This design comes from an exercise in tuning for small area and a short achievable clock period on the open sky130 flow, not from production work.
The RTL was checked by simulation tests, not by an equivalence proof against the original design.
Power figures rest on the tool's default switching activity, not on a simulated workload.

run 1:
==> flow/design.v <==
`default_nettype none
module free_list #(
    parameter LEN = 32 + 16,
    parameter LBITS = $clog2(LEN)
) (
    input wire i_clk,
    input wire i_rst_n,
    input wire [LBITS - 1:0] i_ret_p0,
    input wire [LBITS - 1:0] i_ret_p1,
    input wire [LBITS - 1:0] i_ret_p2,
    input wire [LBITS - 1:0] i_ret_p3,
    input wire [2:0] i_ret_count,
    input wire [2:0] i_req_count,
    output reg [LBITS - 1:0] o_req0,
    output reg [LBITS - 1:0] o_req1,
    output reg [LBITS - 1:0] o_req2,
    output reg [LBITS - 1:0] o_req3,
    output reg [2:0] o_req_count,
    output reg [LBITS - 1:0] o_avail_count
);
    localparam NN = 12;    
    reg [47:0] free;
    function automatic [1:0] sadd(input [1:0] x, input [1:0] y);
        sadd = {x[1] | y[1] | (x[0] & y[0]), x[0] | y[0]};
    endfunction
    wire [1:0] ncnt [0:NN - 1];
    wire [1:0] lo0 [0:NN - 1];
    wire [1:0] lo1 [0:NN - 1];
    wire [1:0] hi0 [0:NN - 1];
    wire [1:0] hi1 [0:NN - 1];
    genvar j;
    generate
        for (j = 0; j < NN; j = j + 1) begin : g_nib
            wire a = free[4 * j], b = free[4 * j + 1], c = free[4 * j + 2], d = free[4 * j + 3];
            assign ncnt[j] = {(a & b) | (a & c) | (a & d) | (b & c) | (b & d) | (c & d), a | b | c | d};
            assign lo0[j] = a ? 2'd0 : b ? 2'd1 : c ? 2'd2 : 2'd3;
            assign lo1[j] = (a & b) ? 2'd1 : ((a | b) & c) ? 2'd2 : 2'd3;
            assign hi0[j] = d ? 2'd3 : c ? 2'd2 : b ? 2'd1 : 2'd0;
            assign hi1[j] = (d & c) ? 2'd2 : ((d | c) & b) ? 2'd1 : 2'd0;
        end
    endgenerate
    wire [1:0] sl [0:4][0:NN - 1];    
    wire [1:0] sh [0:4][0:NN - 1];    
    genvar lv;
    generate
        for (j = 0; j < NN; j = j + 1) begin : g_p0
            assign sl[0][j] = ncnt[j];
            assign sh[0][j] = ncnt[j];
        end
        for (lv = 0; lv < 4; lv = lv + 1) begin : g_lv
            for (j = 0; j < NN; j = j + 1) begin : g_j
                if (j >= (1 << lv)) begin : g_l
                    assign sl[lv + 1][j] = sadd(sl[lv][j - (1 << lv)], sl[lv][j]);
                end else begin : g_lc
                    assign sl[lv + 1][j] = sl[lv][j];
                end
                if (j + (1 << lv) < NN) begin : g_h
                    assign sh[lv + 1][j] = sadd(sh[lv][j], sh[lv][j + (1 << lv)]);
                end else begin : g_hc
                    assign sh[lv + 1][j] = sh[lv][j];
                end
            end
        end
    endgenerate
    wire [4:0] q = {i_req_count[2], i_req_count[2] | (i_req_count[1] & i_req_count[0]),
                    i_req_count[2] | i_req_count[1], i_req_count != 3'd0, 1'b1};
    wire nl1 = q[1], nl2 = q[3], nh1 = q[2], nh2 = q[4];
    wire [LBITS - 1:0] tl0 [0:NN - 1];
    wire [LBITS - 1:0] tl1 [0:NN - 1];
    wire [LBITS - 1:0] th0 [0:NN - 1];
    wire [LBITS - 1:0] th1 [0:NN - 1];
    wire [47:0] keep;
    generate
        for (j = 0; j < NN; j = j + 1) begin : g_sel
            wire [1:0] pl = (j == 0) ? 2'b00 : sl[4][j - 1];
            wire [1:0] ph = (j == NN - 1) ? 2'b00 : sh[4][j + 1];
            wire l0 = ~pl[0], l1 = pl[0] & ~pl[1];    
            wire h0 = ~ph[0], h1 = ph[0] & ~ph[1];
            wire [3:0] nib = j;
            wire sl0 = l0 & ncnt[j][0];
            wire sl1 = (l0 & ncnt[j][1]) | (l1 & ncnt[j][0]);
            wire sh0 = h0 & ncnt[j][0];
            wire sh1 = (h0 & ncnt[j][1]) | (h1 & ncnt[j][0]);
            assign tl0[j] = {LBITS{sl0}} & {nib, lo0[j]};
            assign tl1[j] = {LBITS{sl1}} & {nib, l0 ? lo1[j] : lo0[j]};
            assign th0[j] = {LBITS{sh0}} & {nib, hi0[j]};
            assign th1[j] = {LBITS{sh1}} & {nib, h0 ? hi1[j] : hi0[j]};
            wire a = free[4 * j], b = free[4 * j + 1], c = free[4 * j + 2], d = free[4 * j + 3];
            wire [1:0] rl [0:3];
            wire [1:0] rh [0:3];
            assign rl[0] = pl;
            assign rl[1] = sadd(pl, {1'b0, a});
            assign rl[2] = sadd(pl, {a & b, a | b});
            assign rl[3] = sadd(pl, {(a & b) | (a & c) | (b & c), a | b | c});
            assign rh[3] = ph;
            assign rh[2] = sadd(ph, {1'b0, d});
            assign rh[1] = sadd(ph, {d & c, d | c});
            assign rh[0] = sadd(ph, {(d & c) | (d & b) | (c & b), d | c | b});
            genvar l;
            for (l = 0; l < 4; l = l + 1) begin : g_b
                assign keep[4 * j + l] = free[4 * j + l] &
                                         (~nl1 | rl[l][1] | (rl[l][0] & ~nl2)) &
                                         (~nh1 | rh[l][1] | (rh[l][0] & ~nh2));
            end
        end
    endgenerate
    reg [LBITS - 1:0] cl0, cl1, ch0, ch1;
    integer jj;
    always @(*) begin
        cl0 = 0; cl1 = 0; ch0 = 0; ch1 = 0;
        for (jj = 0; jj < NN; jj = jj + 1) begin
            cl0 = cl0 | tl0[jj];
            cl1 = cl1 | tl1[jj];
            ch0 = ch0 | th0[jj];
            ch1 = ch1 | th1[jj];
        end
    end
    wire [3:0] rv = {i_ret_count[2], i_ret_count[2] | (i_ret_count[1] & i_ret_count[0]),
                     i_ret_count[2] | i_ret_count[1], i_ret_count != 3'd0};
    wire [LBITS - 1:0] rp [0:3];
    assign rp[0] = i_ret_p0;
    assign rp[1] = i_ret_p1;
    assign rp[2] = i_ret_p2;
    assign rp[3] = i_ret_p3;
    wire [5:0] rh [0:3];
    wire [7:0] rl [0:3];
    genvar k, i;
    generate
        for (k = 0; k < 4; k = k + 1) begin : g_pre
            for (i = 0; i < 6; i = i + 1) begin : g_h
                assign rh[k][i] = rv[k] & (rp[k][5:3] == i);
            end
            for (i = 0; i < 8; i = i + 1) begin : g_l
                assign rl[k][i] = rp[k][2:0] == i;
            end
        end
    endgenerate
    wire [47:0] ret;
    generate
        for (i = 0; i < 48; i = i + 1) begin : g_ret
            assign ret[i] = (rh[0][i / 8] & rl[0][i % 8]) | (rh[1][i / 8] & rl[1][i % 8]) |
                            (rh[2][i / 8] & rl[2][i % 8]) | (rh[3][i / 8] & rl[3][i % 8]);
        end
    endgenerate
    wire [4:0] rc1h = {i_ret_count == 3'd4, i_ret_count == 3'd3, i_ret_count == 3'd2,
                       i_ret_count == 3'd1, i_ret_count == 3'd0};
    wire [4:0] qc1h = {i_req_count == 3'd4, i_req_count == 3'd3, i_req_count == 3'd2,
                       i_req_count == 3'd1, i_req_count == 3'd0};
    reg [8:0] dsel;    
    reg [1:0] lo_n;
    reg cup, cdn;
    wire [1:0] alo = o_avail_count[1:0];
    wire [3:0] ahi = o_avail_count[5:2];
    integer ri, qi, m, t;
    always @(*) begin
        dsel = 9'b0;
        for (ri = 0; ri < 5; ri = ri + 1)
            for (qi = 0; qi < 5; qi = qi + 1)
                dsel[ri - qi + 4] = dsel[ri - qi + 4] | (rc1h[ri] & qc1h[qi]);
        lo_n = 2'b0;
        cup = 1'b0;
        cdn = 1'b0;
        for (m = -4; m <= 4; m = m + 1) begin
            lo_n = lo_n | ({2{dsel[m + 4]}} & (alo + m[1:0]));
            t = alo + m;
            cup = cup | (dsel[m + 4] & (t >= 4));
            cdn = cdn | (dsel[m + 4] & (t < 0));
        end
    end
    wire [3:0] ahi_p = ahi + 4'd1;
    wire [3:0] ahi_m = ahi - 4'd1;
    wire [3:0] hi_n = ({4{cup}} & ahi_p) | ({4{cdn}} & ahi_m) | ({4{~cup & ~cdn}} & ahi);
    wire [LBITS - 1:0] avail_n = {hi_n, lo_n};
    always @(posedge i_clk, negedge i_rst_n) begin
        if (!i_rst_n) begin
            free <= {48{1'b1}};
            o_avail_count <= LEN;
            o_req_count <= 3'd0;
        end else begin
            free <= keep | ret;
            o_avail_count <= avail_n;
            o_req_count <= i_req_count;
        end
    end
    always @(posedge i_clk) begin
        o_req0 <= cl0;
        o_req1 <= ch0;
        o_req2 <= cl1;
        o_req3 <= ch1;
    end
endmodule
==> flow/config.mk <==
export PLATFORM = sky130hd
export DESIGN_NAME = free_list
export DESIGN_NICKNAME = free_list
export VERILOG_FILES = /design/flow/design.v
export SDC_FILE = /design/flow/constraint.sdc
export NUM_CORES = 4
export LEC_CHECK = 0
export ABC_AREA = 1
export CAP_MARGIN = 20
export CORE_MARGIN = 2
export CORE_UTILIZATION = 40
export CTS_BUF_LIST = sky130_fd_sc_hd__clkbuf_8
export CTS_CLUSTER_SIZE = 40
export SETUP_SLACK_MARGIN = 4.4
export SLEW_MARGIN = 20
export TNS_END_PERCENT = 5
==> flow/constraint.sdc <==
create_clock -name core_clock -period 7.0 [get_ports {i_clk}]
set_input_delay 1.4000 -clock core_clock [delete_from_list [all_inputs] [get_ports {i_clk}]]
set_output_delay 1.4000 -clock core_clock [all_outputs]
set_load 0.01 [all_outputs]
run.sh (not shown) runs the stock make flow with config.mk's settings and CLKGATE_MAP_FILE= SYNTH_SCRIPT=/design/flow/synth_recipe.tcl, a recipe that flattens the netlist after the stock synthesis.
--- input diff run 1..run 2 ---
Settings: CTS_BUF_LIST no longer set, was sky130_fd_sc_hd__clkbuf_8; CTS_CLUSTER_SIZE no longer set, was 40.
==> flow/flow/run.sh (new file) <==
#!/bin/bash
# The standard layout, with the port buffers made of plain buffers
# (sky130_fd_sc_hd__buf_1) instead of the default delay buffers; the resizer
# may still resize them. Each tool's log is kept under orfs/logs; the make
# output goes to standard.log.
set -euo pipefail
export BUFFER_PORTS_ARGS="-buffer_cell sky130_fd_sc_hd__buf_1"
bash standard.sh finish > standard.log 2>&1
==> flow/standard.sh (new file) <==
#!/bin/bash
# synth_recipe.tcl (not shown) runs the flow's synth.tcl, then flattens the netlist and writes it again
# the make line also repeats each setting of config.mk as NAME=value (left out here)
make -C /OpenROAD-flow-scripts/flow DESIGN_CONFIG=/design/flow/config.mk WORK_HOME=/design/flow/orfs CLKGATE_MAP_FILE= SYNTH_SCRIPT=/design/flow/synth_recipe.tcl "${@:-finish}"
removed: flow/run.sh
--- outcome ---
- Data required time of the worst path, run 2 and run 1, higher one = run 1.
- Run 2: done, clean on timing, DRC and antenna
- Measured against each other, run 2 and run 1 differ in part of the power in the clock network, the higher figure coming from run 2.
- Compared with run 1, first-pass GRT wire length in run 2 increased slightly.
- Run 2 vs. run 1: area of all placed cells without fillers went down by 3.5%, sequential cell area share went up by 0.61 points, maximum level of the CTS H-tree was more or less identical, clock latency reported for the late side of the worst-skew pair went down by 40 ps.
For run 3, these inputs were changed with respect to run 2:
==> flow/run.sh (new file) <==
#!/bin/bash
# synth_recipe.tcl (not shown) runs the flow's synth.tcl, then flattens the netlist and writes it again
# the make line also repeats each setting of config.mk as NAME=value (left out here)
make -C /OpenROAD-flow-scripts/flow DESIGN_CONFIG=/design/flow/config.mk WORK_HOME=/design/flow/orfs CLKGATE_MAP_FILE= SYNTH_SCRIPT=/design/flow/synth_recipe.tcl finish
removed: flow/flow/run.sh
removed: flow/standard.sh
Notes after the runs:
- Taking run 2 as the reference point, the sequential share of layout area of run 3 falls by 0.77 points.
- Run 3: clock network fraction of design power 0.4 points above run 2
- Compared with run 2, in run 3 routability congestion estimate from global placement picked up an extra about 1.6%; first-pass GRT wire length lower.
- Density: run 3 denser than run 2

-- static timing again, ports no longer ideal --
The results above use ideal ports. As a check the final layouts listed here were re-extracted and re-timed, cells and wires unchanged.
Step 1 (the two cells are an assumption about what drives the block):
set clk [get_ports {i_clk}]
set_driving_cell -lib_cell sky130_fd_sc_hd__clkbuf_16 $clk
set_driving_cell -lib_cell sky130_fd_sc_hd__buf_2 [delete_from_list [all_inputs] $clk]
Step 2 times the ports against the registers' clock, not the clock port: input delays grow and output delays shrink by t, the midpoint of the rising clock arrivals with the driver on.
a / b / c = no drivers / after step 1 / after step 2; a / b = the first two.
| run | shift t [ns] | setup slack, ns | worst setup path at the end | latest minus earliest clock arrival (ns) |
|---|---|---|---|---|
| run 1 | 0.428 | 4.217 / 4.223 / 3.794 | input to register | 0.029 / 0.029 |
| run 2 | 0.398 | 4.329 / 4.329 / 4.006 | input to register | 0.016 / 0.015 |
| run 3 | 0.399 | 4.218 / 4.233 / 3.834 | input to register | 0.017 / 0.016 |
After both steps setup and hold are still met in every run listed. For run 1, which loses most, drivers alone change the setup slack by +0.006 ns; drivers and shift together by -0.423 ns.
